Context: an optimization exercise on an open-source flow, tuned for a short achievable clock period and few clock cycles. The choices shown serve that exercise and are no tape-out recipe.
Only simulation tests tie the RTL to the original design; equivalence was not proved.
No activity file was given, so power comes from the tool's default toggle rates.

## design.v

```verilog
module pfx_add #(parameter W = 32) (
    input [W-1:0] a, b,
    input cin,
    output [W-1:0] s,
    output cout
);
    localparam L = (W > 32) ? 6 : (W > 16) ? 5 : (W > 8) ? 4 : (W > 4) ? 3 : 2;
    wire [W-1:0] g [0:L];
    wire [W-1:0] p [0:L];
    wire [W-1:0] hp = a ^ b;
    assign g[0] = (a & b) | {{(W-1){1'b0}}, hp[0] & cin};
    assign p[0] = hp;
    genvar k, i;
    generate
        for(k = 0; k < L; k = k + 1) begin : lvl
            for(i = 0; i < W; i = i + 1) begin : bit_
                if(i >= (1 << k)) begin : pg
                    assign g[k+1][i] = g[k][i] | (p[k][i] & g[k][i-(1<<k)]);
                    assign p[k+1][i] = p[k][i] & p[k][i-(1<<k)];
                end else begin : pass
                    assign g[k+1][i] = g[k][i];
                    assign p[k+1][i] = p[k][i];
                end
            end
        end
    endgenerate
    assign s = hp ^ {g[L][W-2:0], cin};
    assign cout = g[L][W-1];
endmodule
module alu(
    input [31:0] a, b,
    input [3:0] op,
    output logic [31:0] res
);
    wire [31:0] sum;
    wire carry;
    pfx_add #(32) addsub(.a(a), .b(b ^ {32{op[0]}}), .cin(op[0]), .s(sum), .cout(carry));
    always_comb begin : operation
        case(op[2:0])
        3'h0: res = op[3] ? {31'b0, carry} : sum;
        3'h1: res = op[3] ? {31'b0, !carry} : sum;
        3'h2: res = a & b;
        3'h3: res = a | b;
        3'h4: res = a ^ b;
        3'h5: res = a >> b[4:0];
        3'h6: res = $signed(a) >>> b[4:0];
        3'h7: res = a << b[4:0];
        endcase
    end
endmodule
module inst_rom(
    input [2:0] opcode,
    output is_alu, is_alui, is_lui, is_st, is_ld, is_jal, is_jalr, is_br,
    output writes_rd, uses_rs1, uses_rs2
);
    assign is_alu  = opcode == 3'd0;
    assign is_alui = opcode == 3'd1;
    assign is_lui  = opcode == 3'd2;
    assign is_st   = opcode == 3'd3;
    assign is_ld   = opcode == 3'd4;
    assign is_jal  = opcode == 3'd5;
    assign is_jalr = opcode == 3'd6;
    assign is_br   = opcode == 3'd7;
    assign writes_rd = !(is_st || is_br);
    assign uses_rs1 = is_alu || is_alui || is_st || is_ld || is_jalr || is_br;
    assign uses_rs2 = is_alu || is_st || is_br;
endmodule
module regfile(
    input clk, we,
    input [31:0] din,
    input [4:0] rs1_addr, rs2_addr, rd_addr,
    output [31:0] rs1, rs2
);
    reg [31:0] memory [31:0];
    always_ff @(posedge clk) if(we && rd_addr != 0) memory[rd_addr] <= din;
    assign rs1 = (rs1_addr != 0) ? memory[rs1_addr] : 32'h0;
    assign rs2 = (rs2_addr != 0) ? memory[rs2_addr] : 32'h0;
endmodule
module mem_adj(
    input [31:0] from_reg,
    input [3:0] fn4,
    input [1:0] addr_low,
    output logic [31:0] to_mem,
    output logic [3:0] mask
);
always_comb begin : OutputAdj_and_Mask
    to_mem = 32'h0;
    mask = 4'h0;
    if(fn4 == 0) begin
        to_mem = {4{from_reg[7:0]}};
        case(addr_low)
        2'h0: mask = 4'b1000;
        2'h1: mask = 4'b0100;
        2'h2: mask = 4'b0010;
        2'h3: mask = 4'b0001;
        endcase
    end else if(fn4 == 1) begin
        to_mem = {2{from_reg[15:0]}};
        mask = addr_low[1] ? 4'b0011 : 4'b1100;
    end else if((fn4 == 2) || (fn4 == 3)) begin to_mem = from_reg; mask = 4'b1111; end
end
endmodule
module fetch_stage(
    input clk, rst, clk_en,
    input [29:0] pc,
    output hit, taken,
    output [29:0] target,
    input [29:0] w_pc, w_target,
    input w_valid, w_taken
);
    reg        v    [0:31];
    reg [7:0]  tag  [0:31];
    reg [29:0] tgt  [0:31];
    reg [1:0]  cnt  [0:31];
    reg [3:0]  cur  [0:31];
    reg [3:0]  last [0:31];
    reg        lv   [0:31];
    wire [4:0] idx = pc[4:0];
    assign hit = v[idx] && (tag[idx] == pc[12:5]);
    wire exit_f = lv[idx] && (cur[idx] == last[idx]);
    assign taken = hit && cnt[idx][1] && !exit_f;
    assign target = tgt[idx];
    wire [4:0] wi = w_pc[4:0];
    wire w_hit = v[wi] && (tag[wi] == w_pc[12:5]);
    wire [1:0] c = cnt[wi];
    wire w_exit = lv[wi] && (cur[wi] == last[wi]) && c[1];
    integer i;
    always_ff @(posedge clk) begin
        if(clk_en) begin
            if(rst) begin
                for(i = 0; i < 32; i = i + 1) v[i] <= 1'b0;
            end else if(w_valid) begin
                if(w_taken) begin
                    v[wi] <= 1'b1;
                    tag[wi] <= w_pc[12:5];
                    tgt[wi] <= w_target;
                    if(w_hit) begin
                        cnt[wi] <= (c == 2'd3) ? 2'd3 : c + 2'd1;
                        cur[wi] <= (cur[wi] == 4'hf) ? 4'hf : cur[wi] + 4'd1;
                    end else begin
                        cnt[wi] <= 2'd3;
                        cur[wi] <= 4'd1;
                        lv[wi] <= 1'b0;
                    end
                end else if(w_hit) begin
                    if(!w_exit) cnt[wi] <= (c == 2'd0) ? 2'd0 : c - 2'd1;
                    last[wi] <= cur[wi];
                    lv[wi] <= 1'b1;
                    cur[wi] <= 4'd0;
                end
            end
        end
    end
endmodule
module decode_stage(
    input [31:0] inst,
    output [31:0] i12, s12,
    output [29:0] b10, j19, r10
);
    assign i12 = {{20{inst[11]}}, inst[11:0]};
    assign s12 = {{20{inst[25]}}, inst[25:21], inst[6:0]};
    assign b10 = {{20{inst[25]}}, inst[25:21], inst[6:2]};
    assign j19 = {{11{inst[20]}}, inst[20:2]};
    assign r10 = {{20{inst[11]}}, inst[11:2]};
endmodule
module exe_stage(
    input [31:0] a, b,
    input [3:0] fn4,
    output logic taken
);
    wire [31:0] diff;
    wire nborrow;    
    pfx_add #(32) sub(.a(a), .b(~b), .cin(1'b1), .s(diff), .cout(nborrow));
    wire eq = (a == b);
    wire ltu = !nborrow;
    wire lts = (a[31] ^ b[31]) ? a[31] : ltu;
    always_comb begin
        case(fn4[1:0])
        2'h0: taken = fn4[2] ^ eq;
        2'h1: taken = fn4[2] ^ ltu;
        2'h2: taken = fn4[2] ^ lts;
        default: taken = 1'b0;
        endcase
    end
endmodule
module writeback_stage(
    input [31:0] from_mem,
    input [3:0] ld_fn4,
    input [1:0] ld_addr_low,
    output logic [31:0] to_reg
);
logic [7:0] adj_byte;
logic [15:0] adj_word;
always_comb begin
    case(ld_addr_low)
    2'h0: adj_byte = from_mem[31:24];
    2'h1: adj_byte = from_mem[23:16];
    2'h2: adj_byte = from_mem[15:8];
    2'h3: adj_byte = from_mem[7:0];
    endcase
    adj_word = ld_addr_low[1] ? from_mem[15:0] : from_mem[31:16];
    case(ld_fn4[1:0])
    2'h0: to_reg = {{24{adj_byte[7] & ld_fn4[3]}}, adj_byte};
    2'h1: to_reg = {{16{adj_word[15] & ld_fn4[3]}}, adj_word};
    default: to_reg = from_mem;
    endcase
end
endmodule
module toplevel(
    input clk, clk_en, rst,
    input [31:0] inst_in, data_in,
    output mem_we, mem_req,
    output [3:0] mask,
    output [31:0] data_out,
    output [29:0] inst_addr, data_addr
);
    reg  [29:0] fpc;
    reg         dv, dbh, dbt, hold;
    reg  [29:0] dpc;
    reg  [31:0] dir_h;
    reg         ev, efa, efb, efs;
    reg         r_redir;         
    reg  [29:0] r_tgt;           
    reg         e_ld, e_st, e_jal, e_jalr, e_br, e_wr, e_const;
    reg  [4:0]  erd;
    reg  [3:0]  efn;
    reg  [31:0] ea, eb, es, eimm, econst;
    reg  [29:0] epc, epc1, etgt, ejr, epred;
    reg         mv, mwr, mld;
    reg  [4:0]  mrd;
    reg  [31:0] mres;
    reg  [3:0]  mfn;
    reg  [1:0]  malow;
    reg         mreq_r, mwe_r;
    reg  [29:0] daddr_r;
    reg  [3:0]  mask_r;
    reg  [31:0] dout_r;
    reg         wv, wwr, wld;
    reg  [4:0]  wrd;
    reg  [31:0] wres;
    reg  [3:0]  wfn;
    reg  [1:0]  walow;
    assign inst_addr = fpc;
    assign mem_req = mreq_r & clk_en;
    assign mem_we = mwe_r & clk_en;
    assign data_addr = daddr_r;
    assign mask = mask_r;
    assign data_out = dout_r;
    wire [31:0] ld_val;
    writeback_stage wb(.from_mem(data_in), .ld_fn4(wfn), .ld_addr_low(walow), .to_reg(ld_val));
    wire [31:0] wdata = wld ? ld_val : wres;
    wire        wwe = wv & wwr;
    wire [31:0] dinst = hold ? dir_h : inst_in;
    wire [4:0]  rd  = dinst[25:21];
    wire [4:0]  rs1 = dinst[20:16];
    wire [4:0]  rs2 = dinst[11:7];
    wire [3:0]  fn4 = dinst[15:12];
    wire is_alu, is_alui, is_lui, is_st, is_ld, is_jal, is_jalr, is_br, writes_rd, uses_rs1, uses_rs2;
    inst_rom dec(.opcode(dinst[28:26]), .is_alu(is_alu), .is_alui(is_alui), .is_lui(is_lui),
        .is_st(is_st), .is_ld(is_ld), .is_jal(is_jal), .is_jalr(is_jalr), .is_br(is_br),
        .writes_rd(writes_rd), .uses_rs1(uses_rs1), .uses_rs2(uses_rs2));
    wire [31:0] i12, s12;
    wire [29:0] b10, j19, r10;
    decode_stage imm(.inst(dinst), .i12(i12), .s12(s12), .b10(b10), .j19(j19), .r10(r10));
    wire [31:0] rf1, rf2;
    regfile rf(.clk(clk), .we(wwe), .din(wdata), .rs1_addr(rs1), .rs2_addr(rs2),
               .rd_addr(wrd), .rs1(rf1), .rs2(rf2));
    wire hitE1 = ev & e_wr & (erd == rs1);
    wire hitM1 = mv & mwr & (mrd == rs1);
    wire hitW1 = wv & wwr & (wrd == rs1);
    wire hitE2 = ev & e_wr & (erd == rs2);
    wire hitM2 = mv & mwr & (mrd == rs2);
    wire hitW2 = wv & wwr & (wrd == rs2);
    wire [31:0] opa = hitM1 ? mres : hitW1 ? wdata : rf1;
    wire [31:0] opb = hitM2 ? mres : hitW2 ? wdata : rf2;
    function automatic stall_of(input [31:0] ins, input ev_, e_wr_, e_ld_, mv_, mwr_, mld_,
                                input [4:0] erd_, mrd_);
        logic [2:0] op;
        logic u1, u2, e1, e2, m1, m2;
        op = ins[28:26];
        u1 = (op != 3'd2) && (op != 3'd5);
        u2 = (op == 3'd0) || (op == 3'd3) || (op == 3'd7);
        e1 = ev_ & e_wr_ & (erd_ == ins[20:16]);
        e2 = ev_ & e_wr_ & (erd_ == ins[11:7]);
        m1 = mv_ & mwr_ & (mrd_ == ins[20:16]) & mld_;
        m2 = mv_ & mwr_ & (mrd_ == ins[11:7]) & mld_;
        stall_of = (u1 & ((e1 & e_ld_) | (!e1 & m1))) |
                   (u2 & ((e2 & e_ld_) | (!e2 & m2)));
    endfunction
    wire stall_h = stall_of(dir_h, ev, e_wr, e_ld, mv, mwr, mld, erd, mrd);
    wire stall_i = stall_of(inst_in, ev, e_wr, e_ld, mv, mwr, mld, erd, mrd);
    wire stall = dv & (hold ? stall_h : stall_i);
    wire [29:0] dpc1;
    pfx_add #(30) a_dpc1(.a(dpc), .b(30'd0), .cin(1'b1), .s(dpc1), .cout());
    wire [29:0] j19_i = {{11{inst_in[20]}}, inst_in[20:2]};
    wire [29:0] b10_i = {{20{inst_in[25]}}, inst_in[25:21], inst_in[6:2]};
    wire [29:0] j19_h = {{11{dir_h[20]}}, dir_h[20:2]};
    wire [29:0] b10_h = {{20{dir_h[25]}}, dir_h[25:21], dir_h[6:2]};
    wire [29:0] dtgt_ji, dtgt_bi, dtgt_jh, dtgt_bh;
    pfx_add #(30) a_tji(.a(dpc), .b(j19_i), .cin(1'b0), .s(dtgt_ji), .cout());
    pfx_add #(30) a_tbi(.a(dpc), .b(b10_i), .cin(1'b0), .s(dtgt_bi), .cout());
    pfx_add #(30) a_tjh(.a(dpc), .b(j19_h), .cin(1'b0), .s(dtgt_jh), .cout());
    pfx_add #(30) a_tbh(.a(dpc), .b(b10_h), .cin(1'b0), .s(dtgt_bh), .cout());
    wire [29:0] dtgt_i = (inst_in[28:26] == 3'd5) ? dtgt_ji : dtgt_bi;
    wire [29:0] dtgt_h = (dir_h[28:26] == 3'd5) ? dtgt_jh : dtgt_bh;
    wire [29:0] dpc_r10;
    pfx_add #(30) a_r10(.a(dpc), .b(r10), .cin(1'b0), .s(dpc_r10), .cout());
    wire [29:0] dtgt = hold ? dtgt_h : dtgt_i;
    wire is_ctrl = is_jal | is_jalr | is_br;
    wire static_taken = is_jal | (is_br & dinst[25]);
    wire dr_tgt = !dbh & static_taken;
    wire dr_seq = dbt & !is_ctrl;
    wire [29:0] dpred = dr_tgt ? dtgt : dr_seq ? dpc1 : fpc;
    wire [31:0] a  = efa ? mres : ea;
    wire [31:0] bb = efb ? mres : eb;    
    wire [31:0] sd = efs ? mres : es;    
    wire [31:0] alu_out;
    alu alu_inst(.a(a), .b(bb), .op(efn), .res(alu_out));
    wire [31:0] eres = e_const ? econst : alu_out;
    wire [31:0] addr;
    pfx_add #(32) a_addr(.a(a), .b(eimm), .cin(1'b0), .s(addr), .cout());
    wire bt_rr, bt_mr, bt_rm;
    exe_stage bc_rr(.a(ea), .b(es), .fn4(efn), .taken(bt_rr));
    exe_stage bc_mr(.a(mres), .b(es), .fn4(efn), .taken(bt_mr));
    exe_stage bc_rm(.a(ea), .b(mres), .fn4(efn), .taken(bt_rm));
    wire bt_mm = (efn[1:0] == 2'h3) ? 1'b0 : efn[2] ^ (efn[1:0] == 2'h0);
    wire br_taken = efa ? (efs ? bt_mm : bt_mr) : (efs ? bt_rm : bt_rr);
    wire [29:0] jr_tgt_r, jr_tgt_m;
    pfx_add #(30) a_jr(.a(ejr), .b(ea[31:2]), .cin(1'b0), .s(jr_tgt_r), .cout());
    pfx_add #(30) a_jm(.a(ejr), .b(mres[31:2]), .cin(1'b0), .s(jr_tgt_m), .cout());
    wire [29:0] jr_tgt = efa ? jr_tgt_m : jr_tgt_r;
    wire taken = e_jal | e_jalr | (e_br & br_taken);
    wire [29:0] enext = e_jalr ? jr_tgt : (e_jal | (e_br & br_taken)) ? etgt : epc1;
    wire mis_tgt = etgt != epred;
    wire mis_seq = epc1 != epred;
    wire [29:0] jcmp;
    pfx_add #(30) a_jc(.a(epred), .b(~ejr), .cin(1'b1), .s(jcmp), .cout());
    wire mis_jr  = efa ? (mres[31:2] != jcmp) : (ea[31:2] != jcmp);
    wire mispred = e_jalr ? mis_jr : (e_jal | (e_br & br_taken)) ? mis_tgt : mis_seq;
    wire ev_e = ev & !r_redir;
    wire eredir = ev_e & mispred;
    wire [31:0] st_data;
    wire [3:0]  st_mask;
    mem_adj sadj(.from_reg(sd), .fn4(efn), .addr_low(addr[1:0]), .to_mem(st_data), .mask(st_mask));
    wire bt_hit, bt_taken;
    wire [29:0] bt_target;
    fetch_stage btb(.clk(clk), .rst(rst), .clk_en(clk_en), .pc(fpc),
        .hit(bt_hit), .taken(bt_taken), .target(bt_target),
        .w_pc(epc), .w_target(enext), .w_valid(ev_e & (e_jal | e_jalr | e_br)), .w_taken(taken));
    wire [29:0] fpc1;
    pfx_add #(30) a_fpc1(.a(fpc), .b(30'd0), .cin(1'b1), .s(fpc1), .cout());
    wire [29:0] fnext = bt_taken ? bt_target : fpc1;
    wire d_go = dv & !stall & !r_redir;
    wire d_redir = dv & (dr_tgt | dr_seq);
    wire f_adv = !stall | r_redir;
    wire [29:0] fpc_adv = r_redir ? r_tgt : d_redir ? dpred : fnext;
    wire dv_n = !rst & !r_redir & (stall | !d_redir);
    wire hold_n = !rst & !r_redir & stall;
    always_ff @(posedge clk) begin
        if(clk_en) begin
            if(rst) fpc <= 30'h0;
            else if(f_adv) fpc <= fpc_adv;
            dv <= dv_n;
            hold <= hold_n;
            dir_h <= dinst;
            if(!stall) begin
                dpc <= fpc;
                dbh <= bt_hit;
                dbt <= bt_taken;
            end
            ev <= !rst & d_go;
            r_redir <= !rst & eredir;
            r_tgt <= enext;
            efa <= hitE1;
            efb <= hitE2 & is_alu;
            efs <= hitE2;
            e_ld <= is_ld;
            e_st <= is_st;
            e_jal <= is_jal;
            e_jalr <= is_jalr;
            e_br <= is_br;
            e_wr <= writes_rd & (rd != 5'd0);
            e_const <= is_lui | is_jal | is_jalr;
            erd <= rd;
            efn <= (is_alu | is_alui | is_st | is_ld | is_br) ? fn4 : 4'h0;
            ea <= opa;
            eb <= is_alui ? i12 : opb;
            es <= opb;
            eimm <= is_st ? s12 : i12;
            econst <= is_lui ? {dinst[20:0], 11'h0} : {dpc1, 2'b00};
            epc <= dpc;
            epc1 <= dpc1;
            etgt <= dtgt;
            ejr <= dpc_r10;
            epred <= dpred;
            mv <= !rst & ev_e;
            mwr <= e_wr;
            mld <= e_ld;
            mrd <= erd;
            mres <= eres;
            mfn <= efn;
            malow <= addr[1:0];
            mreq_r <= !rst & ev_e & e_ld;
            mwe_r <= !rst & ev_e & e_st;
            daddr_r <= addr[31:2];
            mask_r <= st_mask;
            dout_r <= st_data;
            wv <= !rst & mv;
            wwr <= mwr;
            wld <= mld;
            wrd <= mrd;
            wres <= mres;
            wfn <= mfn;
            walow <= malow;
        end
    end
endmodule
```

## constraint.sdc

```tcl
create_clock -name core_clock -period 10.5 [get_ports {clk}]
set_input_delay 2.1000 -clock core_clock [delete_from_list [all_inputs] [get_ports {clk}]]
set_output_delay 2.1000 -clock core_clock [all_outputs]
set_load 0.01 [all_outputs]
```

## standard.sh

```bash
#!/bin/bash
# synth_recipe.tcl (not shown) runs the flow's synth.tcl, then flattens the netlist and writes it again
# the make line also repeats each setting of config.mk as NAME=value (left out here)
make -C /OpenROAD-flow-scripts/flow DESIGN_CONFIG=/design/flow/config.mk WORK_HOME=/design/flow/orfs CLKGATE_MAP_FILE= SYNTH_SCRIPT=/design/flow/synth_recipe.tcl "${@:-finish}"
```

## flow/run.sh

```bash
#!/bin/bash
# The standard layout, with repair_timing asked for a larger setup margin
# (it stops at the target otherwise) and limited to the worst endpoints.
set -o pipefail
bash standard.sh SETUP_SLACK_MARGIN=5.9 TNS_END_PERCENT=20 finish 2>&1 | tee standard_flow.log
```

## config.mk

```make
export PLATFORM = sky130hd
export DESIGN_NAME = toplevel
export DESIGN_NICKNAME = toplevel
export VERILOG_FILES = /design/flow/design.v
export SDC_FILE = /design/flow/constraint.sdc
export NUM_CORES = 4
export LEC_CHECK = 0
export CAP_MARGIN = 20
export CORE_MARGIN = 2
export CORE_UTILIZATION = 40
export SETUP_SLACK_MARGIN = 5.0
export SLEW_MARGIN = 20
```

==> impl_metrics.csv, run 1 <==
group,metric,value,unit
outcome,outcome,"finished clean",
power_and_ir_drop,powerDensity,185,nW/um^2
clocking,numCtsBuffers,346,
grt,grt_pass1_wl,858,mm
power_and_ir_drop,irDropWorstVdd,0.185,mV
placed_design,dp_cells,18820,
critical_path,r2r_slack,5.73,ns
cells_and_area,fin_area,194000,sq um
critical_path,cp-end-kind,"output port",
cells_and_area,final_cells,19839,
grt,grt.total_usage,0.284,
sta,finalHoldViolCount,0,
worst_hold_path,min_from,"mfn[3]",
sta,fin_crit,4.90,ns
worst_hold_path,hold_path.class,"reg -> reg",
drt,ant_nets,0,
drt,post_drt_via_cell_ratio,6.33,
sta,setup-tns-final,0,ns
sta,worst-slew-pin-transition,1.25,ns
cells_and_area,final_cell_mix,"edfxtp_1, nand2_1, nand3_1, mux4_2, nor2_1",
worst_hold_path,hold_depth,0,
critical_path,critPathArrivalTime,2.80,ns
yosys,yosysSeqAreaShare,0.575,
grt,antenna_found_initial,48,
critical_path,crit_family,"flip-flops",
clocking,cts_tree,"yes",
floorplanning,core_area,413000,sq um
floorplanning,ios,165,
clocking,cts_hold_buf,0,
cells_and_area,syn2layout_area_growth,17.0,%
sta,setup_violations,0,
cells_and_area,nets,14577,
yosys,yosys_warnings,9,
critical_path,crit_path_start_kind,"register",
cells_and_area,drive_above_1_share,0.174,
yosys,ys.flop_type,"edfxtp_1",
drt,drc,0,
drt,wl_per_cell,31.5,microns
floorplanning,num_rows,236,
sta,maxSlewHeadroom,0.158,
sta,finalClockSkew,0.0799,ns
power_and_ir_drop,power.leakage,68.2,nW
grt,grt_max_degree,145,
critical_path,cpPeakStageDelay,1.06,ns
clocking,cts_root_buf,"clkbuf_16",
yosys,syn_area_per_cell,12.1,sq um
drt,dr.first_iter.drc_count,18667,
cells_and_area,final_util,0.470,
floorplanning,die_x,648,microns
critical_path,cp_max_fo,9,
sta,timing.fmax,204,MHz
yosys,netlist_area,166000,sq um
floorplanning,dieHeight,648,microns
sta,finalMaxSlewViolations,0,
yosys,synth_edf_count,3153,
yosys,ys_types,94,
clocking,cts.sinks,3195,
critical_path,timing.critical_path.cells,"clkdlybuf4s50_1",
drt,dr_total_vias,125548,
placed_design,dp_hpwl,364,mm
sta,rsz0062_at_grt,"true",
critical_path,reg2reg_depth,17,
grt,gr-total-overflow,0,
critical_path,rr_endpoint,"btb.cnt[27][0]",
critical_path,crit_type,"reg -> out",
floorplanning,die_area,420000,sq um
drt,firstDrtPassIters,7,
cells_and_area,layout_commonest_cell,"edfxtp_1",
critical_path,path_buf_inv,1,
power_and_ir_drop,finalPower,36.0,mW
critical_path,cp.required,8.40,ns
placed_design,place_congestion,0.965,
clocking,cts_buffer_depth,4,
grt,grt_pass1_vias,115469,
run,drv_cap,0,
yosys,synthCells,13688,
yosys,async_flop_share,0,
clocking,path_clk_slew,0.06,ns
yosys,synth-seq-cells,3195,
floorplanning,start_util,0.402,
drt,wirelength,624,mm
clocking,clk-insertion-delay-late,1.01,ns
placed_design,postPlaceCellArea,175000,sq um
worst_hold_path,hold_path_end,"wfn[3]",
cells_and_area,fillers,36369,
clocking,cts-htree-levels,5,
sta,finalCritPeriodShare,0.467,
critical_path,slowest_stage,"edfxtp_1",
placed_design,portBuffers,161,
## synth_stat cells (22+ instances only)
library cell | number | area (sq um)
nand2_1 | 2554 | 9590
ha_1 | 453 | 5670
nand4_1 | 55 | 344
a22oi_1 | 45 | 338
o21bai_1 | 25 | 188
and2_1 | 42 | 263
inv_1 | 329 | 1230
o22ai_1 | 51 | 319
a22o_1 | 33 | 289
o211ai_1 | 73 | 548
or3_1 | 32 | 200
and3_1 | 170 | 1060
nor2b_1 | 61 | 382
dfxtp_1 | 42 | 841
nor2_1 | 659 | 2470
nand3_1 | 1145 | 5730
nor3_1 | 109 | 546
a21boi_0 | 22 | 165
xnor2_1 | 281 | 2460
xor2_1 | 182 | 1590
o21a_1 | 89 | 668
a221oi_1 | 57 | 499
a21o_1 | 204 | 1530
a211oi_1 | 83 | 623
nor4_1 | 40 | 250
mux2_2 | 48 | 541
o21ai_0 | 378 | 1890
a311oi_1 | 351 | 3070
nand2b_1 | 54 | 338
buf_1 | 133 | 499
buf_2 | 65 | 325
clkbuf_1 | 653 | 2450
a21oi_1 | 581 | 2910
edfxtp_1 | 3153 | 94700
mux2i_1 | 246 | 2460
or2_2 | 24 | 150
o221ai_1 | 51 | 447
o31ai_1 | 23 | 173
a31oi_1 | 129 | 807
mux4_2 | 652 | 14700
## timing repair
| item | in CTS | in global routing |
|---|---|---|
| resized for setup | 569 | 330 |
| cloned | 48 | 22 |
| pin swaps | 50 | 82 |
| buffers inserted | 154 | 126 |
| endpoints found under the setup margin | 3184 | 3038 |
## worst max path at each step
stage,from,endpoint,slack (ns),depth (start not counted)
2_1_floorplan,inst_in[7],ejr[28],5.42,17
3_3_place_gp,inst_in[3],fpc[15],3.12,14
3_5_place_dp,inst_in[3],fpc[15],3.09,14
4_1_cts,clk_en,mem_req,5.61,5
5_1_grt,clk_en,mem_req,5.61,5
6_report,fpc[7],inst_addr[7],5.60,1
## power by group
group	total, mW	switching [mW]	internal (mW)
Sequential	15.2	0.370	14.9
Clock	12.4	5.23	7.13
Combinational	8.36	5.31	3.05
Total	36.0	10.9	25.0
## routing by layer
metal,vias up,track usage,wire length (microns)
met5,-,0,91
met4,12,0.151,39700
met3,1498,0.0545,71700
met2,8151,0.433,277000
met1,62876,0.385,236000
li1,53011,-,-
## area by class of cell
type | instances | area, sq um | share of cell area
diodes | 35 | 87.6 | 0.000451
inverters | 342 | 1430 | 0.00738
clock buffers | 423 | 9140 | 0.0470
multi-input cells | 9318 | 69500 | 0.358
flip-flops and latches | 3195 | 95600 | 0.492
repair inverters | 8 | 66.3 | 0.000341
repair buffers | 838 | 9570 | 0.0493
clock inverters | 206 | 2140 | 0.0110
well taps | 5474 | 6850 | 0.0352
## flip-flops by register name, indices dropped and copies added, names as in the netlist, 29 cells and up, named ones only
signal and flops:
btb.tag 256, epc1 30, dir_h 29, ea 32, daddr_r 30, btb.cur 128, econst 30, wres 32
rf.memory 1024, dout_r 32, ejr 30, fpc 30, etgt 30, btb.cnt 64, epred 30, btb.lv 32
es 32, dpc 30, btb.last 128, mres 32, r_tgt 30, btb.v 32, eb 32, btb.tgt 960
## logic make-up after synthesis
logic type,share of synthesized area
simple gates,0.132
flops,0.575
compound gates,0.0975
buf+inv,0.0287
mux,0.107
xor+xnor,0.0244
fa+ha+maj,0.0351
other cells,0.0000226
## metrics by stage
step | worst slack, ns | hold slack (ns)
finish | 5.60 | 0.422
global route | 5.61 | 0.442
CTS | 5.61 | 0.423
detailed placement | 3.09 | 0.416
global placement | 3.12 | 0.408
floorplan | 5.42 | 0.400
Testbench counts, summed over its fixed seeds: cycles 118,853.
==> run 2, diff against run 1 <==
--- a/design.v
+++ b/design.v
@@ -214,7 +214,9 @@
     output [31:0] data_out,
     output [29:0] inst_addr, data_addr
 );
-    reg  [29:0] fpc;
+    reg  [29:0] fpc;       
+    reg  [29:0] fpc_inv;   
+    wire [29:0] pc_f = ~fpc_inv;
     reg         dv, dbh, dbt, hold;
     reg  [29:0] dpc;
     reg  [31:0] dir_h;
@@ -310,7 +312,7 @@
     wire static_taken = is_jal | (is_br & dinst[25]);
     wire dr_tgt = !dbh & static_taken;
     wire dr_seq = dbt & !is_ctrl;
-    wire [29:0] dpred = dr_tgt ? dtgt : dr_seq ? dpc1 : fpc;
+    wire [29:0] dpred = dr_tgt ? dtgt : dr_seq ? dpc1 : pc_f;
     wire [31:0] a  = efa ? mres : ea;
     wire [31:0] bb = efb ? mres : eb;    
     wire [31:0] sd = efs ? mres : es;    
@@ -344,11 +346,11 @@
     mem_adj sadj(.from_reg(sd), .fn4(efn), .addr_low(addr[1:0]), .to_mem(st_data), .mask(st_mask));
     wire bt_hit, bt_taken;
     wire [29:0] bt_target;
-    fetch_stage btb(.clk(clk), .rst(rst), .clk_en(clk_en), .pc(fpc),
+    fetch_stage btb(.clk(clk), .rst(rst), .clk_en(clk_en), .pc(pc_f),
         .hit(bt_hit), .taken(bt_taken), .target(bt_target),
         .w_pc(epc), .w_target(enext), .w_valid(ev_e & (e_jal | e_jalr | e_br)), .w_taken(taken));
     wire [29:0] fpc1;
-    pfx_add #(30) a_fpc1(.a(fpc), .b(30'd0), .cin(1'b1), .s(fpc1), .cout());
+    pfx_add #(30) a_fpc1(.a(pc_f), .b(30'd0), .cin(1'b1), .s(fpc1), .cout());
     wire [29:0] fnext = bt_taken ? bt_target : fpc1;
     wire d_go = dv & !stall & !r_redir;
     wire d_redir = dv & (dr_tgt | dr_seq);
@@ -358,13 +360,18 @@
     wire hold_n = !rst & !r_redir & stall;
     always_ff @(posedge clk) begin
         if(clk_en) begin
-            if(rst) fpc <= 30'h0;
-            else if(f_adv) fpc <= fpc_adv;
+            if(rst) begin
+                fpc <= 30'h0;
+                fpc_inv <= ~30'h0;
+            end else if(f_adv) begin
+                fpc <= fpc_adv;
+                fpc_inv <= ~fpc_adv;
+            end
             dv <= dv_n;
             hold <= hold_n;
             dir_h <= dinst;
             if(!stall) begin
-                dpc <= fpc;
+                dpc <= pc_f;
                 dbh <= bt_hit;
                 dbt <= bt_taken;
             end
==> impl_metrics.csv, run 2 <==
group,metric,value,unit
outcome,outcome,"finished clean",
cells_and_area,layout_commonest_cell,"edfxtp_1",
sta,setup_violations,0,
drt,firstDrtPassIters,6,
yosys,synth_edf_count,3183,
floorplanning,ios,165,
floorplanning,die_x,649,microns
yosys,ys.flop_type,"edfxtp_1",
yosys,ys_types,94,
yosys,synth_area_leaders,"edfxtp_1, mux4_2, nand2_1, nand3_1, ha_1",
placed_design,place_congestion,0.979,
sta,finalCritPeriodShare,0.463,
drt,wirelength,635,mm
placed_design,postPlaceCellArea,176000,sq um
drt,post_drt_via_cell_ratio,6.35,
sta,fin_crit,4.86,ns
yosys,synth.most_common_cell,"edfxtp_1",
yosys,yosys-top-cells-count,"edfxtp_1, nand2_1, nand3_1",
critical_path,r2r_slack,5.73,ns
cells_and_area,multi_input_area,69300,sq um
worst_hold_path,hold_path_end,"wfn[3]",
clocking,cts_tree,"yes",
floorplanning,die_area,421000,sq um
clocking,cts.sinks,3220,
yosys,syn_area_per_cell,12.3,sq um
cells_and_area,largest-register,"rf.memory",
clocking,clk-insertion-delay-late,1.00,ns
sta,timing.fmax,206,MHz
drt,drc,0,
sta,rsz0062_at_grt,"true",
floorplanning,core_area,414000,sq um
sta,setup-tns-final,0,ns
cells_and_area,fin_area,195000,sq um
placed_design,dp_hpwl,374,mm
worst_hold_path,hold_path.class,"reg -> reg",
drt,dr_total_vias,125388,
yosys,yosysSeqAreaShare,0.579,
yosys,synthCells,13548,
power_and_ir_drop,power.leakage,68.5,nW
cells_and_area,largestRegisters,"rf.memory x1024, btb.tgt x960, btb.tag x256",
yosys,yosysTopAreaCellShare,0.574,
sta,worst-slew-pin-transition,1.14,ns
critical_path,cp.required,11.19,ns
critical_path,crit_path_start_kind,"input pin",
cells_and_area,final_cell_mix,"edfxtp_1, nand2_1, nand3_1, mux4_2, nor2_1",
yosys,async_flop_share,0,
cells_and_area,nets,14503,
worst_hold_path,hold_depth,0,
sta,finalClockSkew,0.0939,ns
grt,antenna_found_initial,41,
floorplanning,num_rows,236,
yosys,synth_largest_area_cell,"edfxtp_1",
grt,grt_pass1_vias,115929,
clocking,cts-htree-levels,5,
power_and_ir_drop,powerDensity,181,nW/um^2
grt,gr-total-overflow,0,
clocking,path_clk_slew,0.06,ns
critical_path,cp_max_fo,16,
cells_and_area,final-seq-area,96300,sq um
critical_path,critPathArrivalTime,5.55,ns
drt,dr.first_iter.drc_count,19758,
critical_path,rr_endpoint,"btb.tgt[8][0]",
drt,wl_per_cell,32.1,microns
yosys,yosys_warnings,9,
yosys,synth-seq-cells,3220,
placed_design,portBuffers,161,
drt,ant_nets,0,
critical_path,r2r_start,"efn[0]",
floorplanning,dieHeight,649,microns
critical_path,reg2reg_depth,17,
run,drv_cap,0,
sta,finalMaxSlewViolations,0,
power_and_ir_drop,irDropWorstVdd,0.150,mV
worst_hold_path,min_from,"mfn[3]",
clocking,numCtsBuffers,348,
grt,grt_max_degree,127,
floorplanning,start_util,0.402,
clocking,cts_buffer_depth,4,
grt,grt.total_usage,0.286,
clocking,cts_root_buf,"clkbuf_16",
cells_and_area,final_util,0.472,
grt,grt_pass1_wl,871,mm
yosys,netlist_area,166000,sq um
cells_and_area,largest_reg_flops,1024,
clocking,cts_hold_buf,0,
sta,finalHoldViolCount,0,
cells_and_area,syn2layout_area_growth,17.4,%
critical_path,crit_type,"in -> reg",
critical_path,startpoint,"data_in[31]",
sta,maxSlewHeadroom,0.220,
cells_and_area,drive_above_1_share,0.184,
critical_path,cp-end-kind,"register",
cells_and_area,fillers,36188,
==> run 2: cell count changes in the layout (fill, tap and decap cells not counted), sizes merged, moves of 33 or more <==
cell   previous run  this run
nand2          2554      2518
xnor2           281       336
mux2i           247       206
xor2            182       115
nor2            661       628
a21oi           582       519
buf             632       683
mux4            652       692
==> run 2: kinds of logic (layout without fill, tap and decap cells) <==
family | Yosys count | after routing | synth area share
buf+inv | 1229 | 1890 | 0.0289
xor+xnor | 451 | 451 | 0.0237
flops | 3220 | 3220 | 0.579
fa+ha+maj | 461 | 461 | 0.0350
simple gates | 4961 | 4965 | 0.130
mux | 941 | 941 | 0.109
other cells | 1 | 66 | 0.0000225
compound gates | 2284 | 2287 | 0.0941
==> run 2: per-layer routing <==
layer / routed length [microns] / global-route usage / share of wire / up-vias
li1: - / - / - / 52676
met1: 238000 / 0.387 / 0.37 / 62530
met2: 280000 / 0.429 / 0.44 / 8663
met3: 72600 / 0.0518 / 0.11 / 1507
met4: 44400 / 0.173 / 0.070 / 12
met5: 72 / 0 / 0.00011 / -
==> run 2: timing repair <==
item,in CTS,in global routing
pin swaps,72,115
gates resized for setup,452,429
buffers inserted,192,124
gates cloned,45,34
endpoints found under the setup margin,3334,3313
==> run 2: cell type report <==
class                   instances  share of cell area
clock buffers                 431              0.0466
flip-flops and latches       3220               0.493
well taps                    5474              0.0351
inverters                     365             0.00832
repair inverters               17            0.000641
multi-input cells            9137               0.355
clock inverters               191             0.00897
repair buffers                886              0.0521
diodes                         34            0.000436
==> run 2: stage by stage <==
step                power [mW]  hold slack (ns)  setup WS, ns  instances
floorplan                 19.8            0.400          5.29      13579
global placement          22.5            0.406          3.00      18699
detailed placement        22.5            0.407          3.02      18699
CTS                       34.8            0.427          5.65      19558
global route              36.3            0.426          5.65      19752
finish                    35.3            0.435          5.64      19755
==> run 2: power by group <==
group / internal, mW / switching, mW / total [mW]
sequential: 15.0 / 0.358 / 15.3
clock: 6.68 / 5.32 / 12.0
combinational: 2.88 / 5.10 / 7.98
total: 24.5 / 10.8 / 35.3
==> run 2: how the worst max path moves through the flow <==
stage | slack (ns) | end | depth (start not counted)
after floorplan | 5.29 | ejr[29] | 18
after global placement | 3.00 | btb.cur[11][1] | 17
after detailed placement | 3.02 | btb.cur[24][3] | 17
after CTS | 5.65 | mem_req | 4
after global routing | 5.65 | fpc[26] | 15
final | 5.64 | eb[30] | 10
==> run 2: worst max-delay path, cell delays in order <==
cell	delay, ns
clkdlybuf4s50_1	0.63
mux4_2	0.54
nor3b_1	0.18
o21ai_0	0.27
nand2_2	0.25
a21o_1	0.24
o21ai_1	0.54
o221ai_2	0.36
o21a_1	0.25
a21o_1	0.16
Testbench counts of run 2, summed over its fixed seeds: cycles 118,853.
==> run 3, diff against run 2 <==
--- a/design.v
+++ b/design.v
@@ -220,7 +220,7 @@
     reg         dv, dbh, dbt, hold;
     reg  [29:0] dpc;
     reg  [31:0] dir_h;
-    reg         ev, efa, efb, efs;
+    reg         ev, efa, efb, efs, efs_w;
     reg         r_redir;         
     reg  [29:0] r_tgt;           
     reg         e_ld, e_st, e_jal, e_jalr, e_br, e_wr, e_const;
@@ -287,7 +287,7 @@
         m1 = mv_ & mwr_ & (mrd_ == ins[20:16]) & mld_;
         m2 = mv_ & mwr_ & (mrd_ == ins[11:7]) & mld_;
         stall_of = (u1 & ((e1 & e_ld_) | (!e1 & m1))) |
-                   (u2 & ((e2 & e_ld_) | (!e2 & m2)));
+                   (u2 & ((e2 & e_ld_) | (!e2 & m2 & (op != 3'd3))));
     endfunction
     wire stall_h = stall_of(dir_h, ev, e_wr, e_ld, mv, mwr, mld, erd, mrd);
     wire stall_i = stall_of(inst_in, ev, e_wr, e_ld, mv, mwr, mld, erd, mrd);
@@ -315,7 +315,7 @@
     wire [29:0] dpred = dr_tgt ? dtgt : dr_seq ? dpc1 : pc_f;
     wire [31:0] a  = efa ? mres : ea;
     wire [31:0] bb = efb ? mres : eb;    
-    wire [31:0] sd = efs ? mres : es;    
+    wire [31:0] sd = efs ? mres : efs_w ? ld_val : es;    
     wire [31:0] alu_out;
     alu alu_inst(.a(a), .b(bb), .op(efn), .res(alu_out));
     wire [31:0] eres = e_const ? econst : alu_out;
@@ -381,6 +381,7 @@
             efa <= hitE1;
             efb <= hitE2 & is_alu;
             efs <= hitE2;
+            efs_w <= !hitE2 & hitM2 & mld;
             e_ld <= is_ld;
             e_st <= is_st;
             e_jal <= is_jal;
==> impl_metrics.csv, run 3 <==
group,metric,value,unit
clocking,path_clk_slew,0.06,ns
yosys,ys.flop_type,"edfxtp_1",
sta,finalHoldViolCount,0,
drt,dr.first_iter.drc_count,18692,
critical_path,crit_path_start_kind,"input pin",
yosys,synthCells,13664,
clocking,cts.sinks,3221,
outcome,outcome,"finished clean",
critical_path,r2r_start,"dpc[4]",
cells_and_area,final_cell_mix,"edfxtp_1, nand2_1, nand3_1, mux4_2, a21oi_1",
grt,grt_pass1_wl,861,mm
power_and_ir_drop,swShare,0.303,
power_and_ir_drop,irDropWorstVdd,0.139,mV
critical_path,rr_endpoint,"fpc[21]",
cells_and_area,syn2layout_area_growth,16.9,%
critical_path,cp.required,11.19,ns
grt,antenna_found_initial,32,
clocking,clk-insertion-delay-late,0.98,ns
power_and_ir_drop,powerDensity,181,nW/um^2
power_and_ir_drop,power_switching,10.7,mW
power_and_ir_drop,combPwrFrac,0.222,
power_and_ir_drop,p_seq_frac,0.436,
yosys,netlist_area,167000,sq um
worst_hold_path,hold_path_end,"wfn[3]",
yosys,syn_area_per_cell,12.2,sq um
grt,grt_max_degree,139,
clocking,cts_hold_buf,0,
worst_hold_path,min_from,"mfn[3]",
yosys,synth.most_common_cell,"edfxtp_1",
grt,grt.total_usage,0.279,
drt,ant_nets,0,
critical_path,cp-end-kind,"register",
critical_path,slowest_stage,"a221o_1",
drt,drc,0,
sta,finalMaxSlewViolations,0,
yosys,yosys_warnings,9,
power_and_ir_drop,power.leakage,68.5,nW
power_and_ir_drop,clock_power_share,0.343,
sta,timing.fmax,199,MHz
yosys,synth-seq-cells,3221,
drt,wirelength,617,mm
clocking,numCtsBuffers,343,
sta,fin_crit,5.02,ns
critical_path,crit_family,"compound AO/OA/AOI/OAI gates",
critical_path,reg2reg_depth,14,
critical_path,cpPeakStageDelay,0.42,ns
sta,worst-slew-pin-transition,1.31,ns
placed_design,place_congestion,0.972,
clocking,cts_root_buf,"clkbuf_16",
critical_path,r2r_slack,5.53,ns
sta,maxSlewHeadroom,0.125,
sta,rsz0062_at_grt,"true",
worst_hold_path,hold_depth,0,
cells_and_area,largestRegisters,"rf.memory x1024, btb.tgt x960, btb.tag x256",
floorplanning,die_x,650,microns
yosys,async_flop_share,0,
critical_path,crit_type,"in -> reg",
cells_and_area,largest-register,"rf.memory",
worst_hold_path,hold_path.class,"reg -> reg",
grt,grt_pass1_vias,116602,
clocking,cts_buffer_depth,4,
critical_path,timing.critical_path.cells,"buf_12 > ha_4 > fa_2 > a21o_1 > a21o_4 > a21o_1 > o41a_1 > o211ai_1 > o21ai_2 > o41ai_2 > xnor2_1 > a21oi_2 > a32oi_4 > o221a_4 > a221o_1",
drt,firstDrtPassIters,9,
drt,wl_per_cell,31.1,microns
cells_and_area,largest_reg_flops,1024,
critical_path,critPathArrivalTime,5.71,ns
drt,dr_total_vias,124759,
sta,finalClockSkew,0.0978,ns
clocking,cts-htree-levels,5,
critical_path,cp_max_fo,3,
yosys,synth_largest_area_cell,"edfxtp_1",
power_and_ir_drop,p_int,24.6,mW
floorplanning,core_area,416000,sq um
floorplanning,num_rows,237,
critical_path,startpoint,"inst_in[2]",
placed_design,postPlaceCellArea,176000,sq um
drt,post_drt_via_cell_ratio,6.29,
placed_design,portBuffers,161,
critical_path,cp_common_cell,"a21o_1",
run,drv_cap,0,
cells_and_area,fillers,36466,
placed_design,dp_hpwl,356,mm
cells_and_area,nets,14525,
floorplanning,ios,165,
cells_and_area,drive_above_1_share,0.178,
sta,setup_violations,0,
cells_and_area,fin_area,195000,sq um
yosys,yosys-top-cells-count,"edfxtp_1, nand2_1, nand3_1",
floorplanning,start_util,0.401,
clocking,cts_tree,"yes",
sta,finalCritPeriodShare,0.478,
yosys,ys_types,93,
grt,gr-total-overflow,0,
yosys,synth_edf_count,3184,
floorplanning,dieHeight,650,microns
yosys,synth_area_leaders,"edfxtp_1, mux4_2, nand2_1, nand3_1, ha_1",
floorplanning,die_area,423000,sq um
cells_and_area,layout_commonest_cell,"edfxtp_1",
yosys,yosysSeqAreaShare,0.577,
sta,setup-tns-final,0,ns
critical_path,path_buf_inv,1,
yosys,yosysTopAreaCellShare,0.573,
==> run 3: worst max path at each step <==
stage                     endpoint  slack, ns  depth (start not counted)
after floorplan            fpc[26]       5.07                         14
after global placement     fpc[27]       3.10                         15
after detailed placement   fpc[27]       3.06                         15
after CTS                   eb[14]       5.36                         10
after global routing       fpc[26]       5.42                         15
final                      fpc[26]       5.48                         15
==> run 3: layout make-up <==
type                       count  area, sq um  share of cell area
antenna                       52          130            0.000667
clock buffer                 422         8920              0.0457
clock inverter               198         2080              0.0107
inverter                     397         1690             0.00866
multi-input combinational   9195        69500               0.356
sequential                  3221        96400               0.494
tap                         5497         6880              0.0352
timing repair buffer         828         9500              0.0487
timing repair inverter        11         75.1            0.000385
==> run 3: repair_timing <==
| action | 4_1_cts | 5_1_grt |
|---|---|---|
| gates cloned | 61 | 20 |
| pin swaps | 126 | 41 |
| buffers inserted | 232 | 56 |
| hold endpoints to repair | 0 | 0 |
| endpoints found under the setup margin | 3554 | 3023 |
| resized for setup | 784 | 184 |
==> run 3: cell families (layout without fill, tap and decap cells) <==
logic type / count (synthesis) / in the layout / share of synthesized area
AO/OA/AOI/OAI: 2369 / 2376 / 0.0955
XOR/XNOR: 446 / 446 / 0.0234
adder cells (fa/ha/maj): 461 / 461 / 0.0349
buffers and inverters: 1292 / 1856 / 0.0303
flip-flops: 3221 / 3221 / 0.577
multiplexers: 956 / 956 / 0.110
other: 1 / 84 / 0.0000225
AND/OR/NAND/NOR: 4918 / 4924 / 0.129
==> run 3: through the flow <==
| step | std cells | utilization | setup slack, ns | hold WS (ns) | power (mW) |
|---|---|---|---|---|---|
| 2_1_floorplan | 13695 | - | 5.07 | 0.400 | 19.8 |
| 3_3_place_gp | 18777 | 0.423 | 3.10 | 0.403 | 22.5 |
| 3_5_place_dp | 18778 | 0.423 | 3.06 | 0.406 | 22.5 |
| 4_1_cts | 19691 | 0.465 | 5.36 | 0.421 | 35.0 |
| 5_1_grt | 19813 | 0.469 | 5.42 | 0.426 | 36.4 |
| 6_report | 19821 | 0.469 | 5.48 | 0.420 | 35.3 |
==> run 3: worst register-to-register path, cell delays in order (launching register included) <==
cell      delay, ns
edfxtp_1       0.99
ha_1           0.42
or3_1          0.38
a21o_1         0.21
nand4_1        0.16
nand2_1        0.14
a21o_1         0.25
a31oi_1        0.30
a21oi_1        0.15
xor2_1         0.18
mux2i_1        0.47
mux2i_2        0.24
o22a_1         0.31
nand2b_1       0.20
a32o_1         0.31
==> run 3: layer usage <==
| layer | vias up | share of wire | global-route usage |
|---|---|---|---|
| met1 | 62288 | 0.38 | 0.378 |
| li1 | 52855 | - | - |
| met2 | 8012 | 0.45 | 0.428 |
| met3 | 1590 | 0.11 | 0.0548 |
| met4 | 14 | 0.061 | 0.145 |
| met5 | - | 0.00016 | 0 |
==> run 3: power groups by stage <==
stage                     sequential, mW  combinational (mW)  clock, mW
final                               15.4                7.83       12.1
after global routing                15.4                8.28       12.7
after CTS                           15.4                7.44       12.2
after detailed placement            15.7                6.78          0
after global placement              15.7                6.74          0
after floorplan                     15.5                4.36          0
Testbench counts of run 3, summed over its fixed seeds: cycles 118,110.
==> run 4, diff against run 3 <==
==> flow/run.sh (replaced) <==
#!/bin/bash
# The standard layout, with repair_timing asked for a larger setup margin
# (it stops at the target otherwise) and limited to the worst endpoints.
set -o pipefail
bash standard.sh SETUP_SLACK_MARGIN=6.2 TNS_END_PERCENT=30 finish 2>&1 | tee standard_flow.log
==> impl_metrics.csv, run 4 <==
group,metric,value,unit
cells_and_area,drive_above_1_share,0.227,
drt,wirelength,737,mm
critical_path,critPathArrivalTime,5.98,ns
critical_path,cp_common_cell,"a21oi_1",
drt,drc,0,
clocking,cts_tree,"yes",
cells_and_area,largestRegisters,"rf.memory x1024, btb.tgt x960, btb.tag x256",
critical_path,r2r_slack,5.42,ns
yosys,yosysTopAreaCellShare,0.573,
clocking,cts.sinks,3221,
placed_design,dp_hpwl,365,mm
power_and_ir_drop,power.leakage,74.3,nW
grt,antenna_found_initial,56,
drt,ant_nets,0,
critical_path,cp_max_fo,16,
yosys,synth_area_leaders,"edfxtp_1, mux4_2, nand2_1, nand3_1, ha_1",
placed_design,postPlaceCellArea,176000,sq um
outcome,outcome,"finished with violations",
yosys,async_flop_share,0,
cells_and_area,final_cell_mix,"edfxtp_1, nand2_1, nand3_1, mux4_2, buf_4",
critical_path,reg2reg_depth,17,
yosys,synthCells,13664,
sta,finalClockSkew,0.182,ns
critical_path,slowest_stage,"a21oi_1",
cells_and_area,syn2layout_area_growth,25.1,%
power_and_ir_drop,powerDensity,174,nW/um^2
grt,grt_pass1_vias,121966,
worst_hold_path,hold_path_end,"wfn[3]",
yosys,synth.most_common_cell,"edfxtp_1",
floorplanning,start_util,0.401,
grt,grt.total_usage,0.313,
sta,finalCritPeriodShare,0.484,
drt,post_drt_via_cell_ratio,6.58,
drt,dr_total_vias,134663,
sta,setup_violations,0,
clocking,cts_hold_buf,0,
grt,grt_max_degree,141,
yosys,netlist_area,167000,sq um
critical_path,timing.critical_path.cells,"buf_12 > buf_16 > buf_16 > mux4_2 > mux4_2 > mux2i_4 > xnor2_1 > nand3_2 > nor4_4 > buf_6 > nand2_8 > buf_6 > buf_12 > a21oi_1 > a21oi_1 > a21oi_1 > o22a_4",
sta,worst-slew-pin-transition,2.03,ns
worst_hold_path,min_from,"mfn[3]",
cells_and_area,largest_reg_flops,1024,
floorplanning,die_area,423000,sq um
yosys,yosys-top-cells-count,"edfxtp_1, nand2_1, nand3_1",
cells_and_area,layout_commonest_cell,"edfxtp_1",
drt,dr.first_iter.drc_count,22659,
worst_hold_path,hold_path.class,"reg -> reg",
placed_design,place_congestion,0.971,
critical_path,r2r_start,"fpc_inv[0]",
clocking,clk-insertion-delay-late,1.13,ns
floorplanning,ios,165,
yosys,yosys_warnings,9,
clocking,cts_root_buf,"clkbuf_16",
yosys,synth-seq-cells,3221,
clocking,numCtsBuffers,347,
critical_path,cp-end-kind,"register",
yosys,syn_area_per_cell,12.2,sq um
placed_design,place_ws,3.28,ns
sta,whs,0.412,ns
drt,firstDrtPassIters,9,
cells_and_area,fin_area,209000,sq um
critical_path,rr_endpoint,"fpc[28]",
yosys,yosysSeqAreaShare,0.577,
grt,grt_pass1_wl,947,mm
sta,finalHoldViolCount,0,
run,drv_cap,1,
floorplanning,die_x,650,microns
floorplanning,dieHeight,650,microns
clocking,cts-htree-levels,5,
sta,setup-tns-final,0,ns
sta,setup_ws,5.42,ns
yosys,ys.flop_type,"edfxtp_1",
grt,gr-total-overflow,0,
outcome,check-failures,"capacitance limit, slew limit",
critical_path,path_buf_inv,6,
critical_path,crit_family,"multiplexers",
drt,wl_per_cell,36.0,microns
cells_and_area,largest-register,"rf.memory",
floorplanning,num_rows,237,
critical_path,cp.required,11.40,ns
worst_hold_path,hold_depth,0,
power_and_ir_drop,finalPower,36.4,mW
sta,finalMaxSlewViolations,3,
critical_path,crit_type,"reg -> reg",
clocking,cts_buffer_depth,4,
clocking,path_clk_slew,0.07,ns
placed_design,portBuffers,161,
yosys,ys_types,93,
yosys,synth_largest_area_cell,"edfxtp_1",
sta,maxSlewHeadroom,-0.392,
power_and_ir_drop,irDropWorstVdd,0.147,mV
critical_path,crit_path_start_kind,"register",
sta,fin_crit,5.08,ns
floorplanning,core_area,416000,sq um
cells_and_area,nets,15164,
sta,rsz0062_at_grt,"true",
yosys,synth_edf_count,3184,
sta,timing.fmax,197,MHz
critical_path,cpPeakStageDelay,0.58,ns
==> run 4: cell counts after synthesis <==
Identical to the previous run, type by type.
==> run 4: per-stage QoR <==
stage / util / instances
4_1_cts: 0.487 / 20095
2_1_floorplan: - / 13695
3_5_place_dp: 0.423 / 18789
6_report: 0.502 / 20475
5_1_grt: 0.502 / 20441
3_3_place_gp: 0.423 / 18789
==> run 4: cell families (layout without fill, tap and decap cells) <==
logic type               after synthesis  in the layout  share of synthesized area
AND/OR/NAND/NOR                     4918           4927                      0.129
flip-flops                          3221           3221                      0.577
AO/OA/AOI/OAI                       2369           2378                     0.0955
buffers and inverters               1292           2493                     0.0303
multiplexers                         956            956                      0.110
adder cells (fa/ha/maj)              461            461                     0.0349
XOR/XNOR                             446            446                     0.0234
other                                  1             96                  0.0000225
==> run 4: final cells by class <==
cell class,instances,area (sq um)
Clock buffer,420,9040
Antenna cell,64,160
Multi-Input combinational cell,9200,71300
Fill cell,34725,207000
Tap cell,5497,6880
Timing Repair Buffer,1456,21400
Inverter,397,1710
Sequential cell,3221,96400
Clock inverter,207,1980
Timing Repair inverter,13,108
==> run 4: timing repair <==
action                     4_1_cts  5_1_grt
setup endpoints to repair     3974     3792
pin swaps                      242      167
gates resized for setup       1290      600
cloned                         230       91
buffers inserted               449      223
==> run 4: worst reg2reg max path, cell delays in order, from the launching register on <==
cell and delay (ns):
edfxtp_1 0.40, buf_12 0.21, buf_16 0.20, buf_16 0.25, mux4_2 0.56, mux4_2 0.53, mux2i_4 0.35, xnor2_1 0.21
nand3_2 0.14, nor4_4 0.31, buf_6 0.21, nand2_8 0.07, buf_6 0.13, buf_12 0.14, a21oi_1 0.59, a21oi_1 0.09
a21oi_1 0.30, o22a_4 0.23
==> run 4: worst max path at each step <==
stage	startpoint	endpoint	slack (ns)	depth (start not counted)
after CTS	inst_in[2]	fpc[26]	5.51	16
after detailed placement	inst_in[9]	ejr[29]	3.28	18
after floorplan	inst_in[2]	fpc[26]	5.07	14
after global routing	inst_in[2]	fpc[26]	5.43	16
after global placement	inst_in[9]	ejr[29]	3.27	18
final	fpc_inv[0]	fpc[28]	5.42	17
==> run 4: routing by layer <==
metal	vias up	wire length, microns	track usage
li1	54244	-	-
met1	66354	254000	0.406
met2	11330	316000	0.471
met3	2715	103000	0.0780
met4	20	64100	0.198
met5	-	347	0
==> run 4: power by group <==
part	switching, mW	total (mW)	internal, mW
combinational	5.49	8.66	3.16
clock	5.61	12.4	6.81
sequential	0.364	15.4	15.0
total	11.5	36.4	25.0

-- re-timing with driven ports --
How much do the figures lean on ideal ports? The routed layouts below were timed once more, with nothing changed but the port constraints.
Step 1: set_driving_cell puts a clkbuf_16 on clk and a buf_2 on each other input, an assumption about the parent block.
Step 2, shift: input delay + t, output delay - t, t = (earliest + latest rising clock arrival at the registers) / 2. This alone moves slack from input paths to output paths.
Three values: ideal, step 1, step 2; two values: the first two.
run	shift t [ns]	setup WS [ns]	worst setup path at the end	slew at the worst register clock pin (ns)
run 1	1.059	5.600 / 5.177 / 4.564	input to register	0.07 / 0.07
run 2	1.075	5.637 / 5.492 / 4.560	input to register	0.07 / 0.07
run 3	1.054	5.479 / 5.371 / 4.398	input to register	0.07 / 0.07
run 4	1.163	5.420 / 5.370 / 4.206	input to register	0.08 / 0.08
The setup slack of run 4, which loses most, moves by -0.050 ns with the drivers and by -1.214 ns with both steps.
